Background: an optimization exercise with open tools, aiming at small area, a short achievable clock period and few clock cycles. Do not read the settings as production practice.
Only simulation tests tie the RTL to the original design; equivalence was not proved.
No activity file was given, so power comes from the tool's default toggle rates.

### design/flow/run.sh
#!/bin/bash
# synth_recipe.tcl (not shown) runs the flow's synth.tcl, then flattens the netlist and writes it again
# the make line also repeats each setting of config.mk as NAME=value (left out here)
make -C /OpenROAD-flow-scripts/flow DESIGN_CONFIG=/design/flow/config.mk WORK_HOME=/design/flow/orfs CLKGATE_MAP_FILE= SYNTH_SCRIPT=/design/flow/synth_recipe.tcl finish
### design/flow/config.mk
export PLATFORM = sky130hd
export DESIGN_NAME = CPU_top
export DESIGN_NICKNAME = CPU_top
export VERILOG_FILES = /design/flow/design.v
export SDC_FILE = /design/flow/constraint.sdc
export NUM_CORES = 8
export LEC_CHECK = 0
export CAP_MARGIN = 30
export CORE_MARGIN = 2
export CORE_UTILIZATION = 30
export SLEW_MARGIN = 30
### design/flow/constraint.sdc
create_clock -name core_clock -period 27.0 [get_ports {clk}]
set_input_delay 5.4000 -clock core_clock [delete_from_list [all_inputs] [get_ports {clk}]]
set_output_delay 5.4000 -clock core_clock [all_outputs]
set_load 0.01 [all_outputs]
### design/flow/design.v
`timescale 1ns / 1ps
module ALU(
input [63:0] aluin1_ex, aluin2_ex,
input [3:0] alu_control,
output sub_carryout,
output reg [63:0] result
    );
    wire [63:0] sub_in1, sub_in2;
    wire [63:0] sub_out;
    always@(alu_control, aluin1_ex, aluin2_ex ,sub_out)begin
        case(alu_control)
            4'b0000: begin  
                result = aluin1_ex & aluin2_ex; 
            end
            4'b0001: begin  
                result = aluin1_ex | aluin2_ex; 
            end
            4'b0010:begin  
                result = aluin1_ex + aluin2_ex;
            end
            4'b0110:begin  
                result = aluin1_ex - aluin2_ex;
            end
            4'b1011: begin 
                if (aluin1_ex[63] == 1'b1 && aluin2_ex[63] == 1'b0) result = 1; 
                else if (aluin1_ex[63] == 1'b0 && aluin2_ex[63] == 1'b1) result = 0;  
                else if (aluin1_ex[63] == 1'b0 && aluin2_ex[63] == 1'b0 && aluin1_ex < aluin2_ex) result = 1;  
                else if (aluin1_ex[63] == 1'b1 && aluin2_ex[63] == 1'b1 && aluin1_ex > aluin2_ex) result = 1;  
                else result = 0;  
            end
            4'b1111: result = aluin1_ex ^ aluin2_ex;  
            4'b1100: result = ~(aluin1_ex|aluin2_ex);  
            4'b0101 : begin 
                result = aluin1_ex << aluin2_ex[5:0]; 
            end
            4'b1010 : begin 
                result = (aluin1_ex < aluin2_ex) ? 1 : 0;
            end
            4'b0111 : begin  
                result = aluin1_ex >> aluin2_ex[5:0]; 
            end
            4'b1000: begin  
                result = $signed(aluin1_ex) >>> aluin2_ex[5:0];
            end
            default: begin
                result = 64'b0;
            end
        endcase
    end
    assign sub_in1 = aluin1_ex;
    assign sub_in2 = aluin2_ex;
    FA_alu sub_alu(
    .in1(sub_in1),
    .in2(sub_in2),
    .result(sub_out),
    .mod(1),
    .carry_out(sub_carryout)
    );
endmodule
module FA_alu(
    input mod,
    input [63:0] in1, in2,
    output carry_out,
    output [63:0] result  
    );
    wire [63:0] B_comp;
    wire [63:0] carry;
    wire [63:0] sum;
    assign carry_out = carry[63];
    assign B_comp = in2^{64{mod}};
    assign result = sum;
    adder adder0(
    .a(in1[0]),
    .b(B_comp[0]),
    .cin(mod),
    .cout(carry[0]),
    .sum(sum[0])
    );
    genvar i;
    generate
        for(i=1; i<64; i = i+1)begin: FA_loop
            adder adder(
            .a(in1[i]),
            .b(B_comp[i]),
            .cin(carry[i-1]),
            .sum(sum[i]),
            .cout(carry[i])
            );
        end
    endgenerate
endmodule
module adder(
    input a, b, cin,
    output cout, sum
    );
    assign cout = (a&b) | (a&cin) | (b&cin);
    assign sum = cin^a^b;
endmodule
`timescale 1ns / 1ps
module alu_ctrl(
input [1:0] aluop_ex,
input [6:0] funct7,
input [2:0] funct3,
output reg [3:0] alu_control
    );
    always@(*)begin
        case(aluop_ex)
            2'b00: alu_control = 4'b0010;  
            2'b01: alu_control = 4'b0110;  
            2'b10: begin  
                case(funct3)
                    3'b000:
                        case(funct7)
                            7'b0000000: alu_control = 4'b0010;  
                            7'b0100000: alu_control = 4'b0110;  
                            7'b0000001: alu_control = 4'b1001; 
                            default: alu_control = 4'b0000;  
                        endcase 
                    3'b001: alu_control = 4'b0101;  
                    3'b010: alu_control = 4'b1011;  
                    3'b011: alu_control = 4'b1010;  
                    3'b100:
                       case(funct7)
                            7'b0000001: alu_control = 4'b1101;  
                            7'b0000000: alu_control = 4'b1111;  
                            default: alu_control = 4'b0000;  
                       endcase
                    3'b110:
                       case(funct7) 
                            7'b0000000: alu_control = 4'b0001;  
                            7'b0000001: alu_control = 4'b1110 ; 
                            default: alu_control = 4'b0000;  
                       endcase
                    3'b111:
                       case(funct7)
                            7'b0000000: alu_control = 4'b0000;  
                            default: alu_control = 4'b0000;  
                       endcase 
                    3'b101:
                        case(funct7)
                            7'b0000000: alu_control = 4'b0111;  
                            7'b0100000: alu_control = 4'b1000;  
                            default: alu_control = 4'b0000;
                        endcase
                    default: alu_control = 4'b0000;
                endcase
            end
            2'b11: begin  
                case(funct3)
                    3'b000: alu_control = 4'b0010;  
                    3'b100: alu_control = 4'b1111;  
                    3'b111: alu_control = 4'b0000;  
                    3'b110: alu_control = 4'b0001;  
                    3'b010: alu_control = 4'b1011;  
                    3'b011: alu_control = 4'b1010;  
                    3'b001: alu_control = 4'b0101;  
                    3'b101: 
                        case(funct7)
                            7'b0000000: alu_control = 4'b0111;  
                            7'b0100000: alu_control = 4'b1000; 
                            default: alu_control = 4'b0000;  
                        endcase
                    default: alu_control = 4'b0000;  
                endcase
            end
        endcase
    end
endmodule
`timescale 1ns / 1ps
module branch_detection(
input branch, equal, hazard, jmp, jalr_id, jalr_ex, branch_ex, msb, msb2, 
input [2:0] funct3, funct3_ex,
output reg isbranch, if_flush, branch_select, pcwrite
    );
    always@(*)begin
        if(hazard)begin
            isbranch = 1'b0;
            if_flush = 1'b0;
            branch_select = 1'b0;
            pcwrite = 1'b1;
        end
        else if(jmp | jalr_id | jalr_ex)begin  
            isbranch = 1'b0;
            if_flush = 1'b1;
            branch_select = 1'b0;
            pcwrite = 1'b1;
        end 
        else if(branch) begin  
            if(equal == 1'b1 && funct3 == 3'b000)begin  
                isbranch = 1'b1;
                if_flush = 1'b1;
                branch_select = 1'b0;
                pcwrite = 1'b1;
            end
            else if(equal == 1'b0 && funct3 == 3'b001) begin  
                isbranch = 1'b1;
                if_flush = 1'b1;
                branch_select = 1'b0;
                pcwrite = 1'b1;
            end
            else if(funct3 == 3'b100 || funct3 == 3'b101 ||
                    funct3 == 3'b110 || funct3 == 3'b111) begin  
                isbranch = 1'b0;
                if_flush = 1'b1;
                branch_select = 1'b0;
                pcwrite = 1'b0;
            end
            else begin 
                isbranch = 1'b0;
                if_flush = 1'b0;
                branch_select = 1'b0;
                pcwrite = 1'b1;
            end
        end
        else if(branch_ex) begin  
            if(msb == 1'b1 && funct3_ex == 3'b100)begin  
                isbranch = 1'b1;
                if_flush = 1'b1;
                branch_select = 1'b1;
                pcwrite = 1'b1;
            end 
            else if(msb == 1'b0 && funct3_ex == 3'b101)begin  
                isbranch = 1'b1;
                if_flush = 1'b1;
                branch_select = 1'b1;
                pcwrite = 1'b1;
            end 
            else if(msb2 == 1'b0 && funct3_ex == 3'b110)begin  
                isbranch = 1'b1;
                if_flush = 1'b1;
                branch_select = 1'b1;
                pcwrite = 1'b1;
            end 
            else if(msb2 == 1'b1 && funct3_ex == 3'b111)begin  
                isbranch = 1'b1;
                if_flush = 1'b1;
                branch_select = 1'b1;
                pcwrite = 1'b1;
            end 
            else begin
                isbranch = 1'b0;
                if_flush = 1'b0;
                branch_select = 1'b0;
                pcwrite = 1'b1;
            end
        end
        else begin  
            isbranch = 1'b0;
            if_flush = 1'b0;
            branch_select = 1'b0;
            pcwrite = 1'b1;
        end
    end
endmodule
module branch_mux (
input regwrite_ex, regwrite_mem, branch,
input [4:0] rs_id, rt_id, dst_ex, dst_mem,
output reg [1:0] forwardA_id, forwardB_id);
    always@*begin
        if(branch)begin
            if(regwrite_ex && dst_ex && dst_ex == rt_id)begin  
                forwardB_id = 2'b01;
            end
            else if(regwrite_mem && dst_mem && dst_mem == rt_id)begin 
                forwardB_id = 2'b10;
            end
            else begin 
                forwardB_id = 2'b00;
            end
            if(regwrite_ex && dst_ex && dst_ex == rs_id)begin  
                forwardA_id = 2'b01;
            end
            else if(regwrite_mem && dst_mem && dst_mem == rs_id)begin 
                forwardA_id = 2'b10;
            end
            else begin 
                forwardA_id = 2'b00;
            end
        end
        else begin 
            forwardA_id = 2'b00;
            forwardB_id = 2'b00;
        end
    end  
endmodule
`timescale 1ns / 1ps
module control_unit(
input [6:0] opcode,
output reg jmp, branch, memread, memtoreg, memwrite, alusrc, regwrite, regdst_id, jalr_id,
           illegal_opcode, exception_ret,
output reg [1:0] aluop,
output reg [2:0] sign_select
    );
    always@(opcode)begin
        case(opcode)
            7'b0110011:begin  
                sign_select <= 3'b000;
                regdst_id <= 1'b0;
                jmp <= 1'b0;
                regdst_id <= 1'b0;
                branch <= 1'b0;
                memread <= 1'b0;
                memtoreg <= 1'b0;
                memwrite <= 1'b0;
                alusrc <= 1'b0;
                regwrite <= 1'b1;
                aluop <= 2'b10;
                jalr_id <= 1'b0;
                illegal_opcode <= 1'b0;
                exception_ret <= 1'b0;
            end
            7'b0010011:begin  
                sign_select <= 3'b000;
                jmp <= 1'b0;
                regdst_id <= 1'b0;
                branch <= 1'b0;
                memread <= 1'b0;
                memtoreg <= 1'b0;
                memwrite <= 1'b0;
                alusrc <= 1'b1;
                regwrite <= 1'b1;
                aluop <= 2'b11;
                jalr_id <= 1'b0;
                illegal_opcode <= 1'b0;
                exception_ret <= 1'b0;
            end
            7'b0000011:begin  
                sign_select <= 3'b000;
                jmp <= 1'b0;
                branch <= 1'b0;
                regdst_id <= 1'b0;
                memread <= 1'b1;
                memtoreg <= 1'b1;
                memwrite <= 1'b0;
                alusrc <= 1'b1;
                regwrite <= 1'b1;
                aluop <= 2'b00;
                jalr_id <= 1'b0;
                illegal_opcode <= 1'b0;
                exception_ret <= 1'b0;
            end
            7'b1100111:begin  
                sign_select <= 3'b000;
                jmp <= 1'b0;
                branch <= 1'b0;
                memread <= 1'b0;
                regdst_id <= 1'b0;
                memtoreg <= 1'b0;
                memwrite <= 1'b0;
                alusrc <= 1'b1;
                regwrite <= 1'b1;
                aluop <= 2'b00;
                jalr_id <= 1'b1;
                illegal_opcode <= 1'b0;
                exception_ret <= 1'b0;
            end
            7'b1110011:begin  
                sign_select <= 3'b000;
                jmp <= 1'b0;
                branch <= 1'b0;
                memread <= 1'b0;
                regdst_id <= 1'b0;
                memtoreg <= 1'b0;
                memwrite <= 1'b0;
                alusrc <= 1'b0;
                regwrite <= 1'b0;
                aluop <= 2'b00;
                jalr_id <= 1'b0;
                illegal_opcode <= 1'b0;
                exception_ret <= 1'b1;
            end
            7'b1100011:begin  
                sign_select <= 3'b011;
                jmp <= 1'b0;
                branch <= 1'b1;
                regdst_id <= 1'b0;
                memread <= 1'b0;
                memtoreg <= 1'b0;
                memwrite <= 1'b0;
                alusrc <= 1'b0;
                regwrite <= 1'b0;
                aluop <= 2'b01;
                jalr_id <= 1'b0;
                illegal_opcode <= 1'b0;
                exception_ret <= 1'b0;
            end
            7'b0100011:begin  
                sign_select <= 3'b001;
                jmp <= 1'b0;
                branch <= 1'b0;
                regdst_id <= 1'b1;
                memread <= 1'b0;
                memtoreg <= 1'b0;
                memwrite <= 1'b1;
                alusrc <= 1'b1;
                regwrite <= 1'b0;
                aluop <= 2'b00;
                jalr_id <= 1'b0;
                illegal_opcode <= 1'b0;
                exception_ret <= 1'b0;
            end
            7'b1101111:begin  
                sign_select <= 3'b000;
                jmp <= 1'b1;
                branch <= 1'b0;
                memread <= 1'b0;
                regdst_id <= 1'b0;
                memtoreg <= 1'b0;
                memwrite <= 1'b0;
                alusrc <= 1'b0;
                regwrite <= 1'b1;
                aluop <= 2'b00;
                jalr_id <= 1'b0;
                illegal_opcode <= 1'b0;
                exception_ret <= 1'b0;
            end
            7'b0000000: begin 
                sign_select <= 3'b000;
                jmp <= 1'b0;
                branch <= 1'b0;
                regdst_id <= 1'b0;
                memread <= 1'b0;
                memtoreg <= 1'b0;
                memwrite <= 1'b0;
                alusrc <= 1'b0;
                regwrite <= 1'b0;
                aluop <= 2'b00;
                jalr_id <= 1'b0;
                illegal_opcode <= 1'b0;
                exception_ret <= 1'b0;
            end
            default: begin
                sign_select <= 3'b000;
                jmp <= 1'b0;
                branch <= 1'b0;
                regdst_id <= 1'b0;
                memread <= 1'b0;
                memtoreg <= 1'b0;
                memwrite <= 1'b0;
                alusrc <= 1'b0;
                regwrite <= 1'b0;
                aluop <= 2'b00;
                jalr_id <= 1'b0;
                illegal_opcode <= 1'b1;
                exception_ret <= 1'b0;
            end
        endcase
    end
endmodule
module flush_control (
    input branch_flush, hazard, exception_ret,
    input [2:0] trap_type,
    output reg ifid_flush, idex_flush, exmem_flush, memwb_flush, exception_handled
    );
    always @(*) begin
        ifid_flush = 1'b0;
        idex_flush = 1'b0;
        exmem_flush = 1'b0;
        memwb_flush = 1'b0;
        exception_handled = 1'b0;
        if(exception_ret) begin
            ifid_flush = 1'b1;
            exception_handled = 1'b1;
        end
        else if(branch_flush) begin
            ifid_flush = 1'b1;
        end
        else if(hazard) begin
            idex_flush = 1'b1;
        end
        case (trap_type)
            3'b011: begin
                ifid_flush = 1'b1;
            end
            3'b010: begin
                ifid_flush = 1'b1;
                idex_flush = 1'b1;
            end
            3'b001: begin
                ifid_flush = 1'b1;
                idex_flush = 1'b1;
                exmem_flush = 1'b1;
                memwb_flush = 1'b1;
            end
        default: ;
    endcase
end
endmodule
module exception_pc_ctrl(
    input [2:0] trap_type,
    output reg exception_mod
    );
    always@(*)begin
        case(trap_type)
            3'b001: exception_mod = 1;
            3'b011: exception_mod = 1;
            3'b010: exception_mod = 1;
            default: exception_mod = 0;
        endcase
    end
endmodule
`timescale 1ns / 1ps
module ex_mem(
input clk, rstn, memread_ex, memwrite_ex, memtoreg_ex, regwrite_ex, exmem_flush,
input [4:0] dst_ex,
input [63:0] aluresult_ex, forwardBout_ex, pcadd4_ex, dmem_rdata,
output mem_access_fault,
output [63:0] dmemrd_mem,
output reg memread_mem, memtoreg_mem, regwrite_mem,
output reg [4:0] dst_mem,
output reg [63:0] aluresult_mem, pcadd4_mem
    );
    always@(posedge clk or negedge rstn)begin
        if(!rstn)begin
            memread_mem <= 1'b0;
            memtoreg_mem <= 1'b0;
            regwrite_mem <= 1'b0;
            aluresult_mem = 64'b0;
            pcadd4_mem <= 64'b0;
            dst_mem <= 5'b0;
        end
        else if(exmem_flush)begin
            memread_mem <= 1'b0;
            memtoreg_mem <= 1'b0;
            regwrite_mem <= 1'b0;
            aluresult_mem <= aluresult_ex;
            dst_mem <= dst_ex;
            pcadd4_mem <= pcadd4_ex;
        end
        else begin
            memread_mem <= memread_ex;
            memtoreg_mem <= memtoreg_ex;
            regwrite_mem <= regwrite_ex;
            aluresult_mem <= aluresult_ex;
            dst_mem <= dst_ex;
            pcadd4_mem <= pcadd4_ex;
        end
    end
    assign mem_access_fault = 1'b0;
    assign dmemrd_mem = dmem_rdata;
endmodule
`timescale 1ns / 1ps
module forwarding_unit(
input regwrite_mem, regwrite_wb,
input [4:0] rs_id, rt_id, rs_ex, rt_ex, dst_mem, dst_wb,
output reg [1:0] forwardA, forwardB
    );
    always@(*)begin
        if(regwrite_mem && dst_mem && dst_mem == rs_ex)
            forwardA = 2'b10;
        else if(regwrite_wb && dst_wb && dst_wb == rs_ex)
            forwardA = 2'b01;
        else 
            forwardA = 2'b00;
        if(regwrite_mem && dst_mem && dst_mem == rt_ex)
            forwardB = 2'b10;
        else if(regwrite_wb && dst_wb && dst_wb == rt_ex)
            forwardB = 2'b01;
        else 
            forwardB = 2'b00;
    end
endmodule
`timescale 1ns / 1ps
module hazard_detection_unit(
input branch, memread_ex, regwrite_ex, regwrite_mem, memread_mem, 
input [4:0] rs_id, rt_id, rt_ex, dst_ex, dst_mem, rd_ex,
output reg ifid_write, hazard, pcwrite
    );
    always@(*)begin
        if(memread_ex && rd_ex && (dst_ex == rs_id || dst_ex == rt_id))begin
            ifid_write = 1'b0;
            hazard = 1'b1;
            pcwrite = 1'b0;
        end
        else begin 
            ifid_write = 1'b1;
            hazard = 1'b0;
            pcwrite = 1'b1;
        end
    end  
endmodule
`timescale 1ns / 1ps
module id_ex(
input clk, idex_flush, rstn, alusrc_id, memread_id, memwrite_id,
      memtoreg_id, regwrite_id, regdst_id,jalr_id, jmp, branch,
input [1:0] aluop_id,
input [2:0] funct3_id,
input [4:0] rs_id, rt_id, rd_id,
input [6:0] funct7_id,
input [63:0] bmuxA, bmuxB, signextend_id, pcadd4_id, branch_addr,
output reg alusrc_ex, memread_ex, memwrite_ex, memtoreg_ex,
           regwrite_ex, regdst_ex, jalr_ex, jmp_ex, branch_ex,
output reg [1:0] aluop_ex,
output reg [2:0] funct3_ex,
output reg [4:0] rs_ex, rt_ex, rd_ex,
output reg [6:0] funct7_ex,
output reg [63:0] regrd1_ex, regrd2_ex, signextend_ex, pcadd4_ex, branch_addr_ex
    );
    always@(posedge clk or negedge rstn)begin
        if(!rstn) begin
            funct3_ex <= 3'b0;
            funct7_ex <= 7'b0;
            regdst_ex   <= 1'b0;
            alusrc_ex   <= 1'b0;
            memread_ex  <= 1'b0;
            memwrite_ex <= 1'b0;
            memtoreg_ex <= 1'b0;
            regwrite_ex <= 1'b0;
            jalr_ex     <= 1'b0;
            jmp_ex      <= 1'b0;
            branch_ex      <= 1'b0;
            aluop_ex <= 2'b00;
            rs_ex <= 5'b0;
            rt_ex <= 5'b0;
            rd_ex <= 5'b0;
            regrd1_ex <= 64'b0;
            regrd2_ex <= 64'b0;
            signextend_ex <= 64'b0;
            pcadd4_ex <= 64'b0;
            branch_addr_ex <= 64'b0;
        end
        else begin
            if(idex_flush)begin
                funct3_ex   <= 3'b0;
                funct7_ex   <= 7'b0;
                regdst_ex   <= 1'b0;
                alusrc_ex   <= 1'b0;
                memread_ex  <= 1'b0;
                memwrite_ex <= 1'b0;
                memtoreg_ex <= 1'b0;
                regwrite_ex <= 1'b0;
                jalr_ex     <= 1'b0;
                jmp_ex      <= 1'b0;
                branch_ex      <= 1'b0;
                aluop_ex <= 2'b00;
                rs_ex <= rs_id;
                rt_ex <= rt_id;
                rd_ex <= rd_id;
                regrd1_ex <= bmuxA;
                regrd2_ex <= bmuxB;
                signextend_ex <= signextend_id;
                pcadd4_ex <= pcadd4_id;
                branch_addr_ex <= branch_addr;
            end
            else begin
                funct3_ex <= funct3_id;
                funct7_ex <= funct7_id;
                regdst_ex   <= regdst_id;
                alusrc_ex   <= alusrc_id;
                memread_ex  <= memread_id;
                memwrite_ex <= memwrite_id;
                memtoreg_ex <= memtoreg_id;
                regwrite_ex <= regwrite_id;
                jalr_ex     <= jalr_id;
                jmp_ex      <= jmp;
                branch_ex      <= branch;
                aluop_ex <= aluop_id;
                rs_ex <= rs_id;
                rt_ex <= rt_id;
                rd_ex <= rd_id;
                regrd1_ex <= bmuxA;
                regrd2_ex <= bmuxB;
                signextend_ex <= signextend_id;
                pcadd4_ex <= pcadd4_id;
                branch_addr_ex <= branch_addr;
            end
        end
    end
endmodule
`timescale 1ns / 1ps
module if_id(
input clk, rstn, ifid_flush, ifid_write,
input [31:0] inst_if,
input [63:0] pcadd4_if,
output reg [31:0] inst_id,
output reg [63:0] pcadd4_id
    );
    always@(posedge clk or negedge rstn)begin
        if(!rstn) begin
            pcadd4_id <= 64'b0;
            inst_id <= 32'b0;
        end 
        else begin
            if(ifid_flush) begin
                pcadd4_id <= 64'd0;
                inst_id <= 32'b0;
            end
            else if(ifid_write)begin
                pcadd4_id <= pcadd4_if;
                inst_id <= inst_if;
            end
        end
    end
endmodule
`timescale 1ns / 1ps
module mem_wb(
input clk, rstn, memtoreg_mem, regwrite_mem, memwb_flush,
input [4:0] dst_mem,
input [63:0] dmemrd_mem, aluresult_mem,
output reg memtoreg_wb, regwrite_wb,
output reg [4:0] dst_wb,
output reg [63:0] dmemrd_wb, ALUresult_wb
    );
    always@(posedge clk)begin
        if(!rstn)begin 
            memtoreg_wb = 1'b0;
            regwrite_wb = 1'b0;
            dmemrd_wb = 64'b0;
            ALUresult_wb = 64'b0;
            dst_wb = 5'b0;
        end
        else if(memwb_flush)begin
            memtoreg_wb = 1'b0;
            regwrite_wb = 1'b0;
            dmemrd_wb    <= dmemrd_mem;
            dst_wb       <= dst_mem;
            ALUresult_wb <= aluresult_mem;
        end
        else begin
            memtoreg_wb  <= memtoreg_mem;
            regwrite_wb  <= regwrite_mem;
            dmemrd_wb    <= dmemrd_mem;
            dst_wb       <= dst_mem;
            ALUresult_wb <= aluresult_mem;
        end
    end
endmodule
`timescale 1ns / 1ps
module mux(
input [1:0] select,
input [63:0] a,b,c,d,
output reg [63:0] o
    );
    always@(*)begin
        case(select)
            2'b00: o = a;
            2'b01: o = b;
            2'b10: o = c;
            2'b11: o = d;
            default: o = 64'b0;
        endcase
    end
endmodule
`timescale 1ns / 1ps
module pc(
input clk, rstn, pcwrite,
input [63:0] pcin_if,
output reg [63:0] pcout_if
    );
    wire enable;
    assign enable = pcwrite & rstn;
    always@(posedge clk or negedge rstn)begin
        if(!rstn) pcout_if <= 64'hFFFFFFFFFFFFFFFC;
        else begin 
            if(enable) pcout_if <= pcin_if;
        end
    end
endmodule
`timescale 1ns / 1ps
module reg_file(
input clk, rstn, regwrite_wb,
input [4:0] rs_id, rt_id, dst_wb,
input [63:0] regwd_wb,
output [63:0] regrd1_id, regrd2_id
    );
    reg [63:0] register [0:31];
    always@(negedge clk or negedge rstn)begin
        if(!rstn)begin   
            register[0] <= 64'b0;     
            register[1] <= 64'b0;     
            register[2] <= 64'd2048;  
            register[3] <= 64'b0;     
            register[4] <= 64'b0;     
            register[5] <= 64'b0;     
            register[6] <= 64'b0;     
            register[7] <= 64'b0;     
            register[8] <= 64'b0;     
            register[9] <= 64'b0;     
            register[10] <= 64'b0;    
            register[11] <= 64'b0;    
            register[12] <= 64'b0;    
            register[13] <= 64'b0;    
            register[14] <= 64'b0;    
            register[15] <= 64'b0;    
            register[16] <= 64'b0;    
            register[17] <= 64'b0;    
            register[18] <= 64'b0;    
            register[19] <= 64'b0;    
            register[20] <= 64'b0;    
            register[21] <= 64'b0;    
            register[22] <= 64'b0;    
            register[23] <= 64'b0;    
            register[24] <= 64'b0;    
            register[25] <= 64'b0;    
            register[26] <= 64'b0;    
            register[27] <= 64'b0;    
            register[28] <= 64'b0;    
            register[29] <= 64'b0;    
            register[30] <= 64'b0;    
            register[31] <= 64'b0;    
        end
        else begin
            if(regwrite_wb)begin
                if(dst_wb != 5'b0)begin  
                    register[dst_wb] <= regwd_wb;
                end
            end
        end
    end
    assign regrd1_id = register[rs_id];
    assign regrd2_id = register[rt_id];
endmodule
`timescale 1ns / 1ps
module sign_mux(
input [63:0] a,b,c,d,e,
input [2:0] select,
output reg [63:0] o
    );
    always@*
        case(select)
            3'b000: o = a;
            3'b001: o = b;
            3'b010: o = c; 
            3'b011: o = d;
            3'b100: o = e;
            default: o = 3'b000;
        endcase
endmodule
`timescale 1ns / 1ps
module trap_detection(
    input rstn, illegal_opcode, inst_access_fault, mem_access_fault,clk,
    input [63:0] pc_ex_if, pcadd4_id, pcadd4_ex, pcadd4_mem,
    output [2:0] trap_type,
    output reg [63:0] mepc, mtvec_addr
    );
    reg mem_access_fault_d, illegal_opcode_d, inst_access_fault_d;
    reg [2:0] mcause;
        reg [63:0] mtvec [0:4];
    assign trap_type = mcause;
    always @(posedge clk) begin
        mem_access_fault_d     <= mem_access_fault;
        illegal_opcode_d       <= illegal_opcode;
        inst_access_fault_d    <= inst_access_fault;
    end
    wire mem_access_fault_edge  = mem_access_fault & ~mem_access_fault_d;
    wire illegal_opcode_edge    = illegal_opcode & ~illegal_opcode_d;
    wire inst_access_fault_edge = inst_access_fault & ~inst_access_fault_d;
    always @(posedge clk or negedge rstn) begin
        if(!rstn) begin
            mtvec[0] <= 64'd472;    
            mtvec[1] <= 64'd480;    
            mtvec[2] <= 64'd488;    
            mtvec[3] <= 64'd496;
            mtvec[4] <= 64'd504;
            mepc <= 0;
        end
        else begin
            if (mem_access_fault_edge) mepc <= pcadd4_mem;
            else if (illegal_opcode_edge) mepc <= pcadd4_id;
            else if (inst_access_fault_edge) mepc <= pc_ex_if;
        end
    end
    always@(*) begin 
        if(mem_access_fault) begin        
            mcause = 3'b001; 
            mtvec_addr = mtvec[0];
        end
        else if(illegal_opcode) begin     
            mcause = 3'b010;
            mtvec_addr = mtvec[1];
        end
        else if(inst_access_fault) begin    
            mcause = 3'b011;
            mtvec_addr = mtvec[2];
        end
        else begin
            mcause = 3'b000;        
            mtvec_addr = 64'd0;
        end
    end
endmodule
`timescale 1ns / 1ps
module CPU_top(
input clk, rstn,
output imem_en,
output [63:0] imem_addr,
input [31:0] imem_rdata,
output dmem_re, dmem_we,
output [63:0] dmem_addr, dmem_wdata,
input [63:0] dmem_rdata
    );
    wire [31:0] inst_if;
    wire [63:0] pcadd4_if, pcin_if, pcout_if, branch_if, pc_exception, pc_ex_if;
    wire pcwrite_en, ifid_write, branch, equal, hazard, jmp, isbranch, branch_flush,
         alusrc_id, memread_id, memwrite_id, memtoreg_id, regwrite_id, regdst_id, jalr_id, branch_select
         ,pcwrite_bu, illegal_opcode, inst_access_fault, exception_mod, exception_handled,
         ifid_flush, idex_flush, exmem_flush, memwb_flush, exception_ret;
    wire pcwrite;
    wire [1:0] aluop_id, forwardA_id, forwardB_id;
    wire [2:0] funct3_id,sign_select_id;
    wire [4:0] rs1_id, rs2_id, rd_id;
    wire [6:0] opcode, funct7_id;
    wire [31:0] inst_id;
    wire [63:0] pcadd4_id, signextend_id, branch_addr, jmp_addr,
                regrd1_id, regrd2_id, bmuxA, bmuxB, signextend_itype, signextend_stype, 
                signextend_utype, signextend_btype, signextend_jtype;
    wire memread_ex, regwrite_ex, alusrc_ex, regdst_ex,
         memwrite_ex, memtoreg_ex, jalr_ex, jmp_ex, branch_ex, msb2;
    wire [1:0] aluop_ex, forwardA, forwardB;
    wire [2:0] funct3_ex, trap_type;
    wire [3:0] alucontrol_ex;
    wire [4:0] rs_ex, rt_ex, rd_ex, dst_ex;
    wire [6:0] funct7_ex;
    wire [63:0] signextend_ex, aluresult_ex, regrd1_ex, regrd2_ex, forwardBout_ex,
                aluin1_ex, aluin2_ex, aluresult_exx, pcadd4_ex, branch_addr_ex, mepc_addr, mtvec_addr;
    wire regwrite_mem, memread_mem, memwrite_mem, memtoreg_mem, mem_access_fault;
    wire [4:0] dst_mem;
    wire [63:0] aluresult_mem, forwardBout_mem, dmemrd_mem, pcadd4_mem;
    wire memtoreg_wb, regwrite_wb;
    wire [4:0] dst_wb;
    wire [63:0] dmemrd_wb, regwd_wb, ALUresult_wb;
    (* DONT_TOUCH = "true" *) mux pc_mux(
    .a(pcadd4_if), 
    .b(jmp_addr),
    .c(branch_if),
    .d(64'b0),
    .select({isbranch,jmp}),
    .o(pcin_if) 
    );
    (* DONT_TOUCH = "true" *) pc pc(
    .clk(clk), 
    .rstn(rstn),
    .pcin_if(pcin_if),
    .pcwrite(pcwrite_en),
    .pcout_if(pcout_if) 
    );
    assign pc_exception = exception_handled? mepc_addr : mtvec_addr;
    assign pcwrite_en = pcwrite & pcwrite_bu;
    assign pcadd4_if =  (exception_mod|exception_handled)? pc_exception: jalr_ex? aluresult_ex : (pcout_if + 4);
    assign branch_if = branch_select? branch_addr_ex : branch_addr;
    assign pc_ex_if = pcout_if + 4;
    assign imem_en = pcwrite_en;
    assign imem_addr = pcin_if;
    assign inst_if = imem_rdata;
    assign inst_access_fault = 1'b0;
    (* DONT_TOUCH = "true" *) if_id if_id(
    .clk(clk), 
    .rstn(rstn),
    .ifid_flush(ifid_flush),
    .ifid_write(ifid_write),
    .inst_if(inst_if),
    .pcadd4_if(pcadd4_if),
    .pcadd4_id(pcadd4_id), 
    .inst_id(inst_id)
    );
    assign opcode = inst_id[6:0];
    assign rd_id = inst_id[11:7];
    assign funct3_id = inst_id[14:12];
    assign rs1_id = inst_id[19:15];
    assign rs2_id = inst_id[24:20];
    assign funct7_id = inst_id[31:25];
    (* DONT_TOUCH = "true" *) reg_file register_file(
    .clk(clk), 
    .rstn(rstn),
    .rs_id(rs1_id),
    .rt_id(rs2_id),
    .dst_wb(dst_wb),
    .regwd_wb(regwd_wb),
    .regwrite_wb(regwrite_wb),
    .regrd1_id(regrd1_id), 
    .regrd2_id(regrd2_id)
    );
    assign signextend_itype = {{52{inst_id[31]}},inst_id[31:20]};
    assign signextend_stype = {{52{inst_id[31]}},{inst_id[31:25],inst_id[11:7]}};
    assign signextend_utype = {{44{inst_id[31]}},inst_id[31:12]};
    assign signextend_btype = {{51{inst_id[31]}},{inst_id[31],inst_id[7],inst_id[30:25],inst_id[11:8]}, 1'b0};
    assign signextend_jtype = {{43{inst_id[31]}}, inst_id[31], inst_id[19:12], inst_id[20], inst_id[30:21], 1'b0};
    (* DONT_TOUCH = "true" *) sign_mux sign_mux(
    .a(signextend_itype), 
    .b(signextend_stype),
    .c(signextend_utype),
    .d(signextend_btype),
    .e(64'b0),
    .select(sign_select_id),
    .o(signextend_id) 
    );
    assign branch_addr = pcadd4_id - 64'd4 + (signextend_id << 1);
    assign jmp_addr = pcadd4_id - 64'd4 + (signextend_jtype << 1);
    assign equal = (bmuxA == bmuxB);
   (* DONT_TOUCH = "true" *) hazard_detection_unit hazard_detection_unit(
    .branch(branch), 
    .memread_ex(memread_ex),
    .regwrite_mem(regwrite_mem),
    .regwrite_ex(regwrite_ex),
    .memread_mem(memread_mem),
    .rs_id(rs1_id),
    .rt_id(rs2_id),
    .rt_ex(rt_ex),
    .rd_ex(rd_ex),
    .dst_ex(dst_ex),
    .dst_mem(dst_mem),
    .ifid_write(ifid_write), 
    .hazard(hazard),
    .pcwrite(pcwrite)
    );
    (* DONT_TOUCH = "true" *) control_unit control_unit(
    .opcode(opcode), 
    .sign_select(sign_select_id), 
    .jmp(jmp),
    .branch(branch),
    .memread(memread_id),
    .memtoreg(memtoreg_id),
    .memwrite(memwrite_id),
    .alusrc(alusrc_id),
    .regwrite(regwrite_id),
    .aluop(aluop_id),
    .regdst_id(regdst_id),
    .jalr_id(jalr_id),
    .illegal_opcode(illegal_opcode),
    .exception_ret(exception_ret)
    );
    (* DONT_TOUCH = "true" *) branch_detection branch_detection(
    .branch(branch), 
    .branch_ex(branch_ex),
    .equal(equal),
    .hazard(hazard),
    .msb2(msb2),
    .jmp(jmp),
    .msb(aluresult_ex[63]),
    .jalr_id(jalr_id),
    .jalr_ex(jalr_ex),
    .funct3(funct3_id),
    .funct3_ex(funct3_ex),
    .isbranch(isbranch), 
    .if_flush(branch_flush),
    .branch_select(branch_select),
    .pcwrite(pcwrite_bu)
    );
    branch_mux branch_mux(
    .regwrite_ex(regwrite_ex),
    .regwrite_mem(regwrite_mem),
    .rs_id(rs1_id),
    .rt_id(rs2_id),
    .dst_ex(dst_ex),
    .dst_mem(dst_mem),
    .forwardA_id(forwardA_id),
    .forwardB_id(forwardB_id),
    .branch(branch)
    );
    (* DONT_TOUCH = "true" *) mux branch_muxA(
    .a(regrd1_id), 
    .b(aluresult_exx),
    .c(aluresult_mem),
    .d(64'b0),
    .select(forwardA_id),
    .o(bmuxA) 
    );
    (* DONT_TOUCH = "true" *) mux branch_muxB(
    .a(regrd2_id), 
    .b(aluresult_exx),
    .c(aluresult_mem),
    .d(64'b0),
    .select(forwardB_id),
    .o(bmuxB) 
    );
    (* DONT_TOUCH = "true" *) flush_control flush_control(
    .trap_type(trap_type),  
    .branch_flush(branch_flush),
    .hazard(hazard),
    .exception_ret(exception_ret),
    .ifid_flush(ifid_flush),  
    .idex_flush(idex_flush),
    .exmem_flush(exmem_flush),
    .memwb_flush(memwb_flush),
    .exception_handled(exception_handled)
    );
    (* DONT_TOUCH = "true" *) exception_pc_ctrl exception_pc_ctrl(
    .trap_type(trap_type),
    .exception_mod(exception_mod)
    );
    (* DONT_TOUCH = "true" *) id_ex id_ex(
    .clk(clk), 
    .idex_flush(idex_flush),
    .funct3_id(funct3_id),
    .funct7_id(funct7_id),
    .rstn(rstn),
    .alusrc_id(alusrc_id),
    .memread_id(memread_id),
    .memwrite_id(memwrite_id),
    .memtoreg_id(memtoreg_id),
    .regwrite_id(regwrite_id),
    .aluop_id(aluop_id),
    .rs_id(rs1_id),
    .rt_id(rs2_id),
    .branch(branch),
    .regdst_id(regdst_id),
    .rd_id(rd_id),
    .bmuxA(bmuxA),
    .bmuxB(bmuxB),
    .signextend_id(signextend_id), 
    .jalr_id(jalr_id),
    .pcadd4_id(pcadd4_id),
    .jmp(jmp),
    .branch_addr(branch_addr),
    .alusrc_ex(alusrc_ex), 
    .memread_ex(memread_ex),
    .memwrite_ex(memwrite_ex),
    .memtoreg_ex(memtoreg_ex),
    .regwrite_ex(regwrite_ex),
    .aluop_ex(aluop_ex),
    .funct3_ex(funct3_ex),
    .funct7_ex(funct7_ex),
    .rs_ex(rs_ex),
    .rt_ex(rt_ex),
    .rd_ex(rd_ex),
    .branch_ex(branch_ex),
    .regrd1_ex(regrd1_ex),
    .regrd2_ex(regrd2_ex),
    .signextend_ex(signextend_ex),
    .regdst_ex(regdst_ex),
    .jalr_ex(jalr_ex),
    .pcadd4_ex(pcadd4_ex),
    .jmp_ex(jmp_ex),
    .branch_addr_ex(branch_addr_ex)
    );
    (* DONT_TOUCH = "true" *) alu_ctrl clu_ctrl(
    .aluop_ex(aluop_ex), 
    .funct7(funct7_ex),
    .funct3(funct3_ex),
    .alu_control(alucontrol_ex) 
    );
    (* DONT_TOUCH = "true" *) ALU ALU(
    .aluin1_ex(aluin1_ex), 
    .aluin2_ex(aluin2_ex),
    .alu_control(alucontrol_ex),
    .result(aluresult_ex), 
    .sub_carryout(msb2)
    );
    assign aluresult_exx = (jalr_ex | jmp_ex)? pcadd4_ex : aluresult_ex;
    (* DONT_TOUCH = "true" *) mux forwardAmux(
    .a(regrd1_ex), 
    .b(regwd_wb),
    .c(aluresult_mem),
    .d(64'b0),
    .select(forwardA),
    .o(aluin1_ex) 
    );
    (* DONT_TOUCH = "true" *) mux forwardBmux(
    .a(regrd2_ex), 
    .b(regwd_wb),
    .c(aluresult_mem),
    .d(64'b0),
    .select(forwardB),
    .o(forwardBout_ex) 
    );
    assign aluin2_ex = alusrc_ex? signextend_ex : forwardBout_ex;
    (* DONT_TOUCH = "true" *) forwarding_unit forwarding_unit(
    .regwrite_mem(regwrite_mem), 
    .regwrite_wb(regwrite_wb),
    .rs_id(rs1_id),
    .rt_id(rs2_id),
    .rs_ex(rs_ex),
    .rt_ex(rt_ex),
    .dst_mem(dst_mem),
    .dst_wb(dst_wb),
    .forwardA(forwardA), 
    .forwardB(forwardB)
    );
    assign dst_ex = regdst_ex? rt_ex : rd_ex;
    (* DONT_TOUCH = "true" *) trap_detection trap_detection(
    .rstn(rstn),  
    .clk(clk),
    .illegal_opcode(illegal_opcode),
    .inst_access_fault(inst_access_fault),
    .mem_access_fault(mem_access_fault),
    .pc_ex_if(pc_ex_if),
    .pcadd4_id(pcadd4_id),
    .pcadd4_ex(pcadd4_ex),
    .pcadd4_mem(pcadd4_mem),
    .trap_type(trap_type),  
    .mepc(mepc_addr),
    .mtvec_addr(mtvec_addr)
    );
    (* DONT_TOUCH = "true" *) ex_mem ex_mem(
    .clk(clk), 
    .rstn(rstn),
    .memread_ex(memread_ex),
    .memwrite_ex(memwrite_ex),
    .memtoreg_ex(memtoreg_ex),
    .regwrite_ex(regwrite_ex),
    .dst_ex(dst_ex),
    .aluresult_ex(aluresult_exx),
    .forwardBout_ex(forwardBout_ex),
    .exmem_flush(exmem_flush),
    .pcadd4_ex(pcadd4_ex),
    .dmem_rdata(dmem_rdata),
    .memread_mem(memread_mem),  
    .memtoreg_mem(memtoreg_mem),
    .regwrite_mem(regwrite_mem),
    .dmemrd_mem(dmemrd_mem),
    .mem_access_fault(mem_access_fault),
    .dst_mem(dst_mem),
    .aluresult_mem(aluresult_mem),
    .pcadd4_mem(pcadd4_mem)
    );
    assign dmem_re = memread_ex;
    assign dmem_we = memwrite_ex;
    assign dmem_addr = aluresult_exx;
    assign dmem_wdata = forwardBout_ex;
    (* DONT_TOUCH = "true" *) mem_wb mem_wb(
    .clk(clk), 
    .rstn(rstn),
    .memtoreg_mem(memtoreg_mem),
    .regwrite_mem(regwrite_mem),
    .dst_mem(dst_mem),
    .dmemrd_mem(dmemrd_mem),
    .aluresult_mem(aluresult_mem),
    .memwb_flush(memwb_flush),
    .memtoreg_wb(memtoreg_wb), 
    .regwrite_wb(regwrite_wb),
    .dst_wb(dst_wb),
    .dmemrd_wb(dmemrd_wb),
    .ALUresult_wb(ALUresult_wb)
    );
    assign regwd_wb = memtoreg_wb? dmemrd_wb : ALUresult_wb;
endmodule
==> run_results.csv <==
group,metric,value,unit
flow_run,maxCapViolations,0,
sta,finalMaxSlewViolations,0,
clocking,cts_tree,"yes",
die,io_pins,293,
logic_synthesis,syn_nets,18993,
logic_synthesis,syn_inst,18571,
die,placementRows,265,
worst_setup_path,worst-path-stages,20,
grt,grt_pass1_wl,1415,mm
outcome,status,"no timing/DRC/antenna violations",
worst_setup_path,rrSetupSlack,6.88,ns
grt,grt_busiest_layer,"met2",
worst_setup_path,cpLargestDelayFamily,"simple AND/OR/NAND/NOR gates",
logic_synthesis,synth.area.top_cells,"dfrtn_1 (32%), dfrtp_1 (8.6%), a22oi_1 (8.3%)",
sta,clock-skew-final,0.1828,ns
grt,grt_usage,38.55,%
worst_setup_path,worst_path_max_delay_cell,"a222oi_1",
sta,relSlewSlack,11.92,%
power,p_per_area,73.63,mW/mm2
placement,place.detailed.hpwl,732.2,mm
logic_synthesis,synth-simple-area-share,16.33,%
power,irDropWorstVdd,0.08470,mV
logic_synthesis,muxShareOfSynthArea,2.382,%
logic_synthesis,syn_area_per_cell,8.472,um2
die,die_area,0.5302,mm2
logic_synthesis,synth.largest_area_cell,"dfrtn_1",
die,coreArea,0.5216,mm2
grt,grt_overflow,0,
logic_synthesis,synth_adder_area_share,2.601,%
clocking,hold_buffers,0,
logic_synthesis,synth.distinct_cells,116,
die,die_w,728.2,um
logic_synthesis,ys_seq_area_share,42.94,%
logic_synthesis,ys_warn_count,21,
logic_synthesis,synth_edf_count,0,
routing,via_count,171567,
sta,grt_setup_unrepaired,"false",
sta,finalHoldViolations,0,
logic_synthesis,synth_compound_area_share,28.81,%
finish,drive_gt1_share,10.62,%
routing,first_iter_violations,33918,
clocking,ctsHtreeMaxLevel,5,
worst_setup_path,r2r-end,"pc.pcout_if[8]",
grt,grt_max_degree,169,
routing,wl_per_cell,41.74,um
sta,worst_pin_slew,1.321,ns
grt,grt_use_met3,14.45,%
clocking,clk_pin_slew,0.06,ns
sta,setup_viol,0,
die,fp.dieH,728.2,um
clocking,numCtsBuffers,312,
clocking,clockBufferDepth,4,
logic_synthesis,async_flop_share,95.01,%
hold_path,whs_endpoint,"ex_mem.regwrite_mem",
clocking,clock-sinks,2724,
worst_setup_path,worstPathMaxFanout,11,
die,start_util,30.17,%
placement,portBuffers,292,
grt,met2_usage,51.03,%
worst_setup_path,end_kind,"output pin",
clocking,insertion_delay,1.09,ns
grt,antenna_found_initial,145,
hold_path,min_from,"id_ex.regwrite_ex",
logic_synthesis,ys_seq_elements,2724,
worst_setup_path,reg2reg_depth,20,
logic_synthesis,synth_xor_area_share,1.887,%
logic_synthesis,synth_top_family_by_area,"compound AO/OA/AOI/OAI gates",
placement,place.gp.congestion,1.077,
clocking,cts-root-buf,"clkbuf_16",
finish,stdcell_area,0.1826,mm2
grt,grt_pass1_vias,157358,
placement,placed_cell_area,0.1715,mm2
routing,drcViolationCount,0,
routing,vias_per_cell,6.705,
routing,ant_nets,0,
finish,final_nets,18717,
worst_setup_path,cp-start-kind,"flop",
finish,n_fill_cell,53970,
worst_setup_path,required,21.60,ns
finish,area_growth_syn_to_layout,16.09,%
worst_setup_path,worstPathArrival,21.49,ns
sta,finalSetupTns,0,ns
worst_setup_path,worstSetupPathType,"flop to output pin",
worst_setup_path,cp.buffers_inverters,3,
power,leakage,76.94,nW
routing,routed_wirelength,1068,mm
worst_setup_path,crit_path_cell_trace,"a222oi_1 -> nand3_1 -> nor3_1 -> nand2_1 -> a222oi_1 -> xnor2_1 -> o21ai_1 -> a221o_1 -> nor4_4 -> nand4_1 -> nor4_2 -> nand4_1 -> a211oi_1 -> and4_4 -> buf_12 -> mux2i_2 -> nor3_4 -> buf_4 -> a221o_1 -> clkdlybuf4s50_1",
hold_path,hp-class,"flop to flop",
logic_synthesis,netlist.area_leader.share,31.54,%
logic_synthesis,synth_area,0.1573,mm2
hold_path,hold_depth,0,
worst_setup_path,cpPeakStageDelay,0.63,ns
routing,first_pass_iters,17,
logic_synthesis,synth_ff_type,"dfrtn_1",
grt,met1_usage,50.86,%
worst_setup_path,r2r_start,"register_file.register[24][15]",
==> power by group <==
part,switching [mW],internal (mW)
registers,0.168,4.27
clock network,1.98,2.57
logic,3.10,1.36
total,5.25,8.20
==> state kept, by name (all words and copies together), names as in the netlist, 7 cells and up <==
| register | count |
|---|---|
| id_ex.pcadd4_ex | 63 |
| mem_wb.ALUresult_wb | 64 |
| if_id.inst_id | 32 |
| id_ex.regrd2_ex | 64 |
| trap_detection.mepc | 64 |
| mem_wb.dmemrd_wb | 64 |
| if_id.pcadd4_id | 64 |
| ex_mem.aluresult_mem | 64 |
| id_ex.funct7_ex | 7 |
| pc.pcout_if | 64 |
| register_file.register | 1984 |
| id_ex.branch_addr_ex | 64 |
| id_ex.signextend_ex | 20 |
| id_ex.regrd1_ex | 64 |
==> synthesized netlist by cell type (80+ instances only) <==
library cell / count
nor2_1: 1779
a221oi_1: 109
o211ai_1: 147
a31oi_1: 124
nand4_1: 158
a21o_1: 96
mux2_2: 132
or3_1: 80
a211oi_1: 164
nor4_1: 127
ha_1: 319
nand2b_1: 91
a21oi_1: 1551
o21a_1: 86
a22oi_1: 1733
nor3_1: 409
xor2_1: 116
a22o_1: 126
dfxtp_1: 136
dfrtn_1: 1983
inv_1: 384
nand3_1: 447
a222oi_1: 210
mux2i_1: 193
and2_1: 231
xnor2_1: 223
nand2_1: 2180
dfrtp_1: 542
o22ai_1: 120
o21ai_0: 1894
buf_1: 178
buf_2: 136
clkbuf_1: 1294
==> metal layers <==
| layer | up-vias | routed length (um) |
|---|---|---|
| met5 | - | 696 |
| met4 | 70 | 94720 |
| met3 | 3754 | 150300 |
| met2 | 15046 | 407100 |
| met1 | 85097 | 415300 |
| li1 | 67600 | - |
==> logic make-up (layout without fill, tap and decap cells) <==
logic type | Yosys count | after routing
compound gates | 6996 | 6996
other cells | 0 | 103
buf+inv | 2033 | 2004
mux | 344 | 344
fa+ha+maj | 324 | 324
flops | 2724 | 2724
xor+xnor | 339 | 339
simple gates | 5811 | 5811
==> worst max-delay path by stage <==
stage                                               from      endpoint
after global routing      register_file.register[24][15]  imem_addr[8]
after detailed placement  register_file.register[24][15]  imem_addr[0]
after CTS                 register_file.register[24][15]  imem_addr[1]
final                     register_file.register[24][15]  imem_addr[1]
after floorplan            register_file.register[12][8]  imem_addr[5]
after global placement    register_file.register[24][15]  imem_addr[0]
==> stage by stage <==
step	util [%]	setup slack (ns)	power, mW	hold WS, ns	instances
after floorplan	-	3.458	6.983	0.3536	18571
after global placement	32.70	0.8441	8.698	0.3697	24874
after detailed placement	32.88	0.9075	8.713	0.3742	24909
after CTS	34.90	0.01964	13.21	0.3806	25470
after global routing	34.97	0.05296	13.79	0.3959	25492
final	35.02	0.1124	13.45	0.3829	25587
==> placed cells by master (no fill, tap or decap), drive strengths merged, types with 109 or more instances in the layout <==
cell type,count
dfxtp,136
inv,414
a21oi,1552
o22ai,120
buf,759
o211ai,148
clkdlybuf4s50,291
nand3,447
o21ai,1941
a31oi,126
mux2,140
dfrtn,1983
nand2,2181
and2,235
nor2,1782
mux2i,194
xnor2,223
a22oi,1734
dfrtp,542
a221oi,109
ha,319
a211oi,210
clkbuf,448
a222oi,210
xor2,116
nor4,130
nor3,411
nand4,158
a22o,126
==> cell type report <==
type | instances | area (um2) | share of cell area [%]
timing repair buffer | 1050 | 9646 | 5.281
inverter | 392 | 1479 | 0.8097
multi-input combinational | 13814 | 84430 | 46.22
clock buffer | 448 | 9032 | 4.945
clock inverter | 114 | 1536 | 0.8412
tap | 6942 | 8686 | 4.756
sequential | 2724 | 67580 | 37.00
antenna | 103 | 257.7 | 0.1411
==> timing repair <==
action,CTS,global route
resized for setup,1,3
pin swaps,2,3
setup buffers,0,3
setup endpoints to repair,5,47
Testbench counts, summed over its fixed seeds: cycles 37,456.
